This design comes from an exercise in tuning for small area, a short achievable clock period and few clock cycles per item on the open sky130 flow, not from production work. RTL that was checked went through simulation tests only; none was proved equivalent to the original.

cedar:
Design multiplierIEEE754_verilog, start of the top module:
module multiplierIEEE754_verilog(
    op1,
    op2,
    in_rdy,
    res,
    res_rdy,
    clk,
    rst
    );
clock: 12.0 ns
lec_check: 0
abc_area: 1
cap_margin: 20
core_margin: 2
core_utilization: 40
cts_buf_list: sky130_fd_sc_hd__clkbuf_4 sky130_fd_sc_hd__clkbuf_8
place_density: 0.85
setup_slack_margin: 2.5
slew_margin: 20
synth_hierarchical: 1
standard.sh (not shown) runs the stock make flow with config.mk's settings and CLKGATE_MAP_FILE= SYNTH_SCRIPT=/design/flow/synth_recipe.tcl, a recipe that flattens the netlist after the stock synthesis.
==> flow/flow/run.sh <==
#!/bin/bash
# The standard layout (the standard.sh, all of ORFS from synthesis to
# finish), except that the input and output ports are buffered with buf_4
# cells instead of the cell buffer_ports picks by itself.
set -euo pipefail
bash standard.sh "BUFFER_PORTS_ARGS=-buffer_cell sky130_fd_sc_hd__buf_4" finish > standard_flow.log 2>&1
cedar closes out successfully: all stages finished, all timing, DRC and antenna checks passed.
Testbench counts of cedar, summed over its fixed seeds: cycles 6,488, items 3,200.
Changes in xenon relative to cedar:
- removing CTS_BUF_LIST (formerly sky130_fd_sc_hd__clkbuf_4 sky130_fd_sc_hd__clkbuf_8)
- changing SETUP_SLACK_MARGIN from 2.5 to 3
- removing PLACE_DENSITY (formerly 0.85)
--- outcome ---
Normalized max-slew margin on xenon is behind cedar. The run showing the greater number of inverters outside the clock class in the layout is xenon. Compare cedar and xenon | slew at the pin with the worst max-slew slack lower: cedar.
> inputs changed (xenon -> lagoon)
- swapping 3 for 2 in SETUP_SLACK_MARGIN
[summary]
- lagoon ended with more worst-case setup slack after placement than xenon.
- Summary — utilization after layout, lagoon relative to xenon: lower, by 5.1 points.
- [lagoon] worst stage delay on the critical path fell 0.14 ns relative to xenon
- Comparing xenon and lagoon, the lower non-clock buffer contribution to total cell area is on lagoon.


Starting RTL as in the previous note.
==> flow/config.mk <==
export PLATFORM = sky130hd
export DESIGN_NAME = multiplierIEEE754_verilog
export DESIGN_NICKNAME = multiplierIEEE754_verilog
export VERILOG_FILES = /design/flow/design.v
export SDC_FILE = /design/flow/constraint.sdc
export NUM_CORES = 4
export LEC_CHECK = 0
export ABC_AREA = 1
export CAP_MARGIN = 20
export CORE_MARGIN = 2
export CORE_UTILIZATION = 40
export CTS_BUF_LIST = sky130_fd_sc_hd__clkbuf_4 sky130_fd_sc_hd__clkbuf_8
export PLACE_DENSITY = 0.7
export SETUP_SLACK_MARGIN = 3
export SLEW_MARGIN = 20
export SYNTH_HIERARCHICAL = 1
export TNS_END_PERCENT = 0
==> flow/constraint.sdc <==
create_clock -name core_clock -period 12.0 [get_ports {clk}]
set_input_delay 2.4000 -clock core_clock [delete_from_list [all_inputs] [get_ports {clk}]]
set_output_delay 2.4000 -clock core_clock [all_outputs]
set_load 0.01 [all_outputs]
Scripts as last shown in full above: flow/flow/run.sh
The first run completed with no timing, DRC or antenna violations.
Testbench counts at the start, summed over its fixed seeds: cycles 6,488, items 3,200.
Next try:
- SETUP_SLACK_MARGIN: 3 -> 2.5
- TNS_END_PERCENT: 0 -> unset
Count of clock-buffer cells in the layout decreases by 1.
Die area stays the same.
Maximum frequency decreases by about 1%.
Setup slack degrades by 0.092 ns.
Design area decreases by 5.9%.
Non-clock buffer count decreases by 49.
Flip-flop and latch count is unchanged.
Next try:
- TNS_END_PERCENT: unset -> 10
Effect:
- The changed run went through all stages and came out clean
- global-route usage stays flat
- routed wire length stays flat
- final cell count stays flat
- clock-buffer cell count stays the same
Next try:
- CTS_BUF_LIST: sky130_fd_sc_hd__clkbuf_4 sky130_fd_sc_hd__clkbuf_8 -> unset
- PLACE_DENSITY: 0.7 -> unset
- TNS_END_PERCENT: 10 -> unset
After rerunning: Clock skew drops by 0.013 ns. Worst setup slack gets worse by 0.066 ns. Global-route usage increases by 1.3 points. Area after synthesis does not change. Final area grows by 0.70%.
Next try:
- CTS_BUF_LIST: unset -> sky130_fd_sc_hd__clkbuf_4 sky130_fd_sc_hd__clkbuf_8
- PLACE_DENSITY: unset -> 0.7
- TNS_END_PERCENT: unset -> 0
Effect:
- The new run completed with no timing, DRC or antenna violations
- core utilization went down by 0.52 points
- global-route usage went down by 1.3 points
- flip-flop and latch count stays the same
- setup slack degrades by 0.0061 ns
- sequential share of layout area stays flat
- routed wire length is lower by 4.8%
- final cell count hardly moves
- synthesized cell count stays the same
- non-clock buffer count grows by 3


Another version of the RTL of multiplierIEEE754_verilog (not shown whole).
For scale: ~68 flip-flops, roughly 100 I/O pins, ~24000 µm² of cells after synthesis.
==> flow/config.mk <==
export PLATFORM = sky130hd
export DESIGN_NAME = multiplierIEEE754_verilog
export DESIGN_NICKNAME = multiplierIEEE754_verilog
export VERILOG_FILES = /design/flow/design.v
export SDC_FILE = /design/flow/constraint.sdc
export NUM_CORES = 4
export LEC_CHECK = 0
export ABC_AREA = 1
export CAP_MARGIN = 20
export CORE_MARGIN = 2
export CORE_UTILIZATION = 40
export SETUP_SLACK_MARGIN = 2
export SLEW_MARGIN = 20
export SYNTH_HIERARCHICAL = 1
==> flow/constraint.sdc <==
create_clock -name core_clock -period 12.0 [get_ports {clk}]
set_input_delay 2.4000 -clock core_clock [delete_from_list [all_inputs] [get_ports {clk}]]
set_output_delay 2.4000 -clock core_clock [all_outputs]
set_load 0.01 [all_outputs]
run.sh (not shown) runs the stock make flow with config.mk's settings and CLKGATE_MAP_FILE= SYNTH_SCRIPT=/design/flow/synth_recipe.tcl, a recipe that flattens the netlist after the stock synthesis.
Stock flow here: none of the scripts above is used.
==> next run, changes <==
Settings changed: GPL_TIMING_DRIVEN from default to 0, SETUP_SLACK_MARGIN 2 to default.
=> Sequential cell count is unchanged; synthesized cell count does not change; synthesized area stays the same; via count came out lower by 2.5%; worst setup slack got worse by 1.1 ns.
==> next run, changes <==
Settings changed: GPL_TIMING_DRIVEN 0 to default.
Die area does not change.
Via count falls by 0.98%.
Cell count came out lower by 1.3%.
Setup slack gains 0.42 ns.
Utilization goes down by 1.4 points.
First-iteration DRC count grows by about 19%.
Synthesized cell count does not change.
Global-route usage drops by 1.6 points.
Sequential cell count is unchanged.
==> next run, changes <==
Settings changed: SETUP_SLACK_MARGIN from default to 1.
Sequential share of layout area shrinks by 0.12 points.
Critical path depth stays the same.
Setup slack improves by 0.52 ns.
Sequential cell count does not change.
Register-to-register slack degrades by 0.03 ns.
Count of clock-buffer cells in the layout does not change.
Final cell count grows by 0.60%.
Via count grows by 0.87%.
Die area does not change.
Final area grows by 2.2%.
No run of this note included a check of the RTL's function; only the layout flow was run.


red:
multiplierIEEE754_verilog with an RTL version that a note above also has.
Size: about 3,000 cells after synthesis, roughly 68 flip-flops, about 24,000 um^2 of cells after synthesis.
clock: 12.0 ns
lec_check: 0
abc_area: 1
cap_margin: 20
core_margin: 2
core_utilization: 40
cts_buf_list: sky130_fd_sc_hd__clkbuf_4 sky130_fd_sc_hd__clkbuf_8
place_density: 0.7
setup_slack_margin: 2.25
slew_margin: 20
synth_hierarchical: 1
standard.sh (not shown) runs the stock make flow with config.mk's settings and CLKGATE_MAP_FILE= SYNTH_SCRIPT=/design/flow/synth_recipe.tcl, a recipe that flattens the netlist after the stock synthesis.
Scripts as last shown in full above: flow/flow/run.sh
Testbench counts of red, summed over its fixed seeds: cycles 6,488, items 3,200.
Input changes introduced in blue (baseline for comparison: red):
- CTS_BUF_LIST removed (was sky130_fd_sc_hd__clkbuf_4 sky130_fd_sc_hd__clkbuf_8)
- ABC_AREA removed (was 1)
- PLACE_DENSITY removed (was 0.7)
- SETUP_SLACK_MARGIN changed from 2.25 to 2.5
Notes after the runs:
- blue: all stages complete, timing, DRC and antenna checks passed
- Wire: blue routes more than red
- Summary of blue over red: area growth from synthesis to layout now larger, count of nets after finishing now smaller.
- On synthesis-stage register bit count, red and blue are neck and neck.
- red has a higher maximum frequency than blue.
Input-level comparison between green and blue:
- CTS_BUF_LIST: unset -> sky130_fd_sc_hd__clkbuf_4 sky130_fd_sc_hd__clkbuf_8
- PLACE_DENSITY: unset -> 0.7
- ABC_AREA: unset -> 1
==> flow/flow/run.sh <==
#!/bin/bash
# The standard layout (the standard.sh, all of ORFS from synthesis to
# finish), except that the input and output ports are buffered with buf_8
# cells instead of the cell buffer_ports picks by itself.
set -euo pipefail
bash standard.sh "BUFFER_PORTS_ARGS=-buffer_cell sky130_fd_sc_hd__buf_8" finish > standard_flow.log 2>&1
- The combined area of all synthesized cells in green was higher than what blue gave.
- Summary of green over blue: synthesized netlist cell count saw an increase, utilization decreased 3.8 points, sequential share of layout area moved up.
- Compared with blue, green shows a lower met3 layer usage reported by global route.


## T
multiplierIEEE754_verilog again, from the RTL that the note above started with.
export LEC_CHECK = 0
export ABC_AREA = 1
export CAP_MARGIN = 20
export CORE_MARGIN = 2
export CORE_UTILIZATION = 40
export SETUP_SLACK_MARGIN = 2.75
export SLEW_MARGIN = 20
export SYNTH_HIERARCHICAL = 1
create_clock -name core_clock -period 12.0 [get_ports {clk}]
==> flow/flow/run.sh <==
#!/bin/bash
# The standard layout (the standard.sh, all of ORFS from synthesis to
# finish), except that the input and output ports are buffered with buf_4
# cells instead of the cell buffer_ports picks by itself.
set -euo pipefail
bash standard.sh "BUFFER_PORTS_ARGS=-buffer_cell sky130_fd_sc_hd__buf_4" finish > standard_flow.log 2>&1
T went all the way through synthesis, placement and routing and the layout is clean on timing, DRC and antenna.
Testbench counts of T, summed over its fixed seeds: cycles 6,488, items 3,200.
Inputs modified between T and S:
Settings: TNS_END_PERCENT: unset -> 0; PLACE_DENSITY: unset -> 0.7; CTS_BUF_LIST: unset -> sky130_fd_sc_hd__clkbuf_4 sky130_fd_sc_hd__clkbuf_8.
Notes after the runs:
- S did not stop at any stage, and its layout met the timing, design-rule and antenna checks.
- As far as max-slew violation count goes, T and S are indistinguishable; the numbers are identical.
- Per the comparison of S with T, total number of vias up 174, via count of the first global-routing pass went up, shortest period the worst path allows lost 0.0056 ns, area growth from synthesis to layout dropped 2.5 points.
- Sort S and T by non-clock buffer count in the final layout, ascending, and S comes first.


harbor:
Starting RTL as in the previous note.
Design multiplierIEEE754_verilog, start of the top module:
module multiplierIEEE754_verilog(
    op1,
    op2,
    in_rdy,
    res,
    res_rdy,
    clk,
    rst
    );
    input  wire [31:0] op1, op2;
    input  wire clk, in_rdy, rst;
    output reg  [31:0] res;
    output reg  res_rdy;
    wire [7:0]  e1 = op1[30:23];
    wire [7:0]  e2 = op2[30:23];
    wire [22:0] f1 = op1[22:0];
    wire [22:0] f2 = op2[22:0];
    wire        s1 = op1[31];
    wire        s2 = op2[31];
    wire        s  = s1 ^ s2;
    wire e1_max = &e1, e2_max = &e2;
    wire e1_0 = ~|e1, e2_0 = ~|e2;
    wire f1_0 = ~|f1, f2_0 = ~|f2;
    wire nan1 = e1_max & ~f1_0;
    wire nan2 = e2_max & ~f2_0;
    wire inf1 = e1_max & f1_0;
    wire inf2 = e2_max & f2_0;
    wire zer1 = e1_0 & f1_0;
    wire zer2 = e2_0 & f2_0;
    wire [8:0]  sum   = {1'b0, e1} + {1'b0, e2};
    wire [8:0]  t0    = sum - 9'd127;              
    wire        under = (sum < 9'd127);
    wire        dn    = e1_0 | e2_0;               
    wire        rare  = under | dn;
    wire [47:0] np;
    mul24 u_mul(.a({~e1_0, f1}), .b({~e2_0, f2}), .rn(rare), .p(np));
    wire [47:0] p = ~np;
    wire p47 = p[47];
    wire [22:0] fd = e1_0 ? f1 : f2;
    reg  [4:0]  lead;
    integer i;
    always @(*) begin
        lead = 5'd0;
        for (i = 0; i < 23; i = i + 1)
            if (fd[i]) lead = i[4:0];
    end
    wire [4:0]  a     = dn ? lead : 5'd0;
    wire [9:0]  b     = 10'd149 - {1'b0, sum};    
    wire        extra = b[9] | ({4'd0, a} > b[8:0]);
    wire [5:0]  rsh   = extra ? {1'b0, a} : b[5:0];
    wire        flush = ~extra & (b[8:0] >= 9'd48);
    wire [48:0] pv  = {p, 1'b0};
    wire [56:0] sh5 = rsh[5] ? {32'd0, pv[48:32]} : {8'd0, pv};
    wire [40:0] sh4 = rsh[4] ? sh5[56:16] : sh5[40:0];
    wire [32:0] sh3 = rsh[3] ? sh4[40:8]  : sh4[32:0];
    wire [28:0] sh2 = rsh[2] ? sh3[32:4]  : sh3[28:0];
    wire [26:0] sh1 = rsh[1] ? sh2[28:2]  : sh2[26:0];
    wire [25:0] sh0 = rsh[0] ? sh1[26:1]  : sh1[25:0];
    wire [25:0] y   = flush ? 26'd0 : sh0;
    wire        late  = extra & ~y[25];
    wire [24:0] qr    = late ? y[24:0] : y[25:1];
    reg         pend;
    reg  [24:0] qr_r;
    reg  [7:0]  eb_r;
    reg         s_r;
    wire [7:0]  eb_p = eb_r + 8'd1;
    wire [23:0] x  = pend ? qr_r[24:1] : p[47:24];
  ...
export LEC_CHECK = 0
export ABC_AREA = 1
export CAP_MARGIN = 20
export CORE_MARGIN = 2
export CORE_UTILIZATION = 40
export CTS_BUF_LIST = sky130_fd_sc_hd__clkbuf_4 sky130_fd_sc_hd__clkbuf_8
export SETUP_SLACK_MARGIN = 2.5
export SLEW_MARGIN = 20
export SYNTH_HIERARCHICAL = 1
create_clock -name core_clock -period 12.0 [get_ports {clk}]
Scripts as last shown in full above: flow/flow/run.sh
harbor reached the final stage; the timing, design-rule and antenna checks on its layout passed.
Testbench counts of harbor, summed over its fixed seeds: cycles 6,488, items 3,200.
diff inputs: harbor => raven
--- a/flow/config.mk
+++ b/flow/config.mk
@@ -9,6 +9,5 @@
 export CAP_MARGIN = 20
 export CORE_MARGIN = 2
-export CORE_UTILIZATION = 40
-export CTS_BUF_LIST = sky130_fd_sc_hd__clkbuf_4 sky130_fd_sc_hd__clkbuf_8
+export CORE_UTILIZATION = 55
 export SETUP_SLACK_MARGIN = 2.5
 export SLEW_MARGIN = 20
Results
Looking at post-CTS setup-driven buffer insertion count, raven sits 4 higher than harbor does. Compared with harbor, total routed wirelength in raven increased by a few percent. Diff harbor and raven: smallest hold slack higher in raven. NOTE: clock input transition at the sequential cells of the worst setup and hold paths in raven falls short of that of harbor. Delta (raven minus harbor): met3 wire length increased 6.4%. Fraction of the core area covered by cells at the end of the flow, harbor and raven, lower one = harbor.
Relative to raven, the following input files were edited for violet:
--- a/flow/config.mk
+++ b/flow/config.mk
@@ -9,6 +9,6 @@
 export CAP_MARGIN = 20
 export CORE_MARGIN = 2
-export CORE_UTILIZATION = 55
-export SETUP_SLACK_MARGIN = 2.5
+export CORE_UTILIZATION = 40
+export SETUP_SLACK_MARGIN = 1.5
 export SLEW_MARGIN = 20
 export SYNTH_HIERARCHICAL = 1
## What came out
Summary: worst hold slack, violet worse than raven. violet: count of clock-net buffers in the final layout is 3 lower than what raven reported. Between raven and violet, the die width is lower for raven. In the tables for raven and violet, first-pass GRT wire length reads lower with violet. Diff raven -> violet: final routed wirelength across all metal layers has decreased.
Here is what was changed in the inputs of onyx compared with violet.
--- a/flow/config.mk
+++ b/flow/config.mk
@@ -10,5 +10,8 @@
 export CORE_MARGIN = 2
 export CORE_UTILIZATION = 40
-export SETUP_SLACK_MARGIN = 1.5
+export CTS_BUF_LIST = sky130_fd_sc_hd__clkbuf_4 sky130_fd_sc_hd__clkbuf_8
+export GPL_ROUTABILITY_DRIVEN = 0
+export PLACE_DENSITY = 0.7
+export SETUP_SLACK_MARGIN = 2.5
 export SLEW_MARGIN = 20
 export SYNTH_HIERARCHICAL = 1
### Flow results
onyx ended up with op1[5] as its launching instance or port of the critical path; violet ended up with op1[10]. Compared with violet, onyx shows a final cell count that is 21 higher. violet → onyx: final hold slack grew by 120 ps.

-- port drivers added, routing unchanged --
The results above use ideal ports. As a check the final layouts listed here were re-extracted and re-timed, cells and wires unchanged. Step 1 (the two cells are an assumption about what drives the block):
set clk [get_ports {clk}]
set_driving_cell -lib_cell sky130_fd_sc_hd__clkbuf_16 $clk
set_driving_cell -lib_cell sky130_fd_sc_hd__buf_2 [delete_from_list [all_inputs] $clk]
Step 2 moves the port delays by t, midway between the first and last clock arrival at a register: inputs arrive t later, outputs are due t later. That takes back most of the time a late clock gives input paths. a / b / c = ideal ports / drivers / drivers and shift; a / b = the first two.
| run | t, ns | slack for setup (ns) | clock arrival spread, ns |
|---|---|---|---|
| cedar | 0.418 | 2.709 / 2.692 / 2.274 | 0.019 / 0.018 |
| xenon | 0.396 | 2.913 / 2.705 / 2.309 | 0.016 / 0.016 |
| lagoon | 0.400 | 2.380 / 2.395 / 1.995 | 0.012 / 0.012 |
| the first run of note 2 | 0.430 | 2.953 / 2.724 / 2.294 | 0.026 / 0.026 |
| the second run of note 2 | 0.437 | 2.862 / 2.829 / 2.392 | 0.024 / 0.024 |
| the third run of note 2 | 0.435 | 2.839 / 2.825 / 2.389 | 0.025 / 0.025 |
| the fourth run of note 2 | 0.401 | 2.773 / 2.746 / 2.345 | 0.012 / 0.012 |
| the fifth run of note 2 | 0.436 | 2.767 / 2.731 / 2.294 | 0.025 / 0.025 |
| the first run of note 3 | 0.400 | 1.496 / 1.498 / 1.098 | 0.012 / 0.012 |
| the second run of note 3 | 0.392 | 0.357 / 0.380 / -0.012 | 0.016 / 0.016 |
| the third run of note 3 | 0.404 | 0.776 / 0.793 / 0.389 | 0.015 / 0.016 |
| the fourth run of note 3 | 0.404 | 1.291 / 1.289 / 0.885 | 0.018 / 0.018 |
| red | 0.438 | 2.536 / 2.538 / 2.101 | 0.023 / 0.023 |
| blue | 0.374 | 2.001 / 1.921 / 1.547 | 0.007 / 0.007 |
| green | 0.436 | 2.653 / 2.632 / 2.196 | 0.027 / 0.026 |
| T | 0.405 | 2.889 / 2.698 / 2.293 | 0.027 / 0.027 |
| S | 0.415 | 2.895 / 2.737 / 2.321 | 0.029 / 0.029 |
| harbor | 0.442 | 2.788 / 2.747 / 2.305 | 0.019 / 0.018 |
| raven | 0.396 | 2.690 / 2.668 / 2.272 | 0.021 / 0.021 |
| violet | 0.402 | 2.085 / 2.097 / 1.695 | 0.012 / 0.012 |
| onyx | 0.438 | 2.753 / 2.723 / 2.286 | 0.027 / 0.027 |
Met with ideal ports but missed after step 2: setup timing in the second run of note 3. The setup slack of the first run of note 2, which loses most, moves by -0.229 ns with the drivers and by -0.659 ns with both steps.
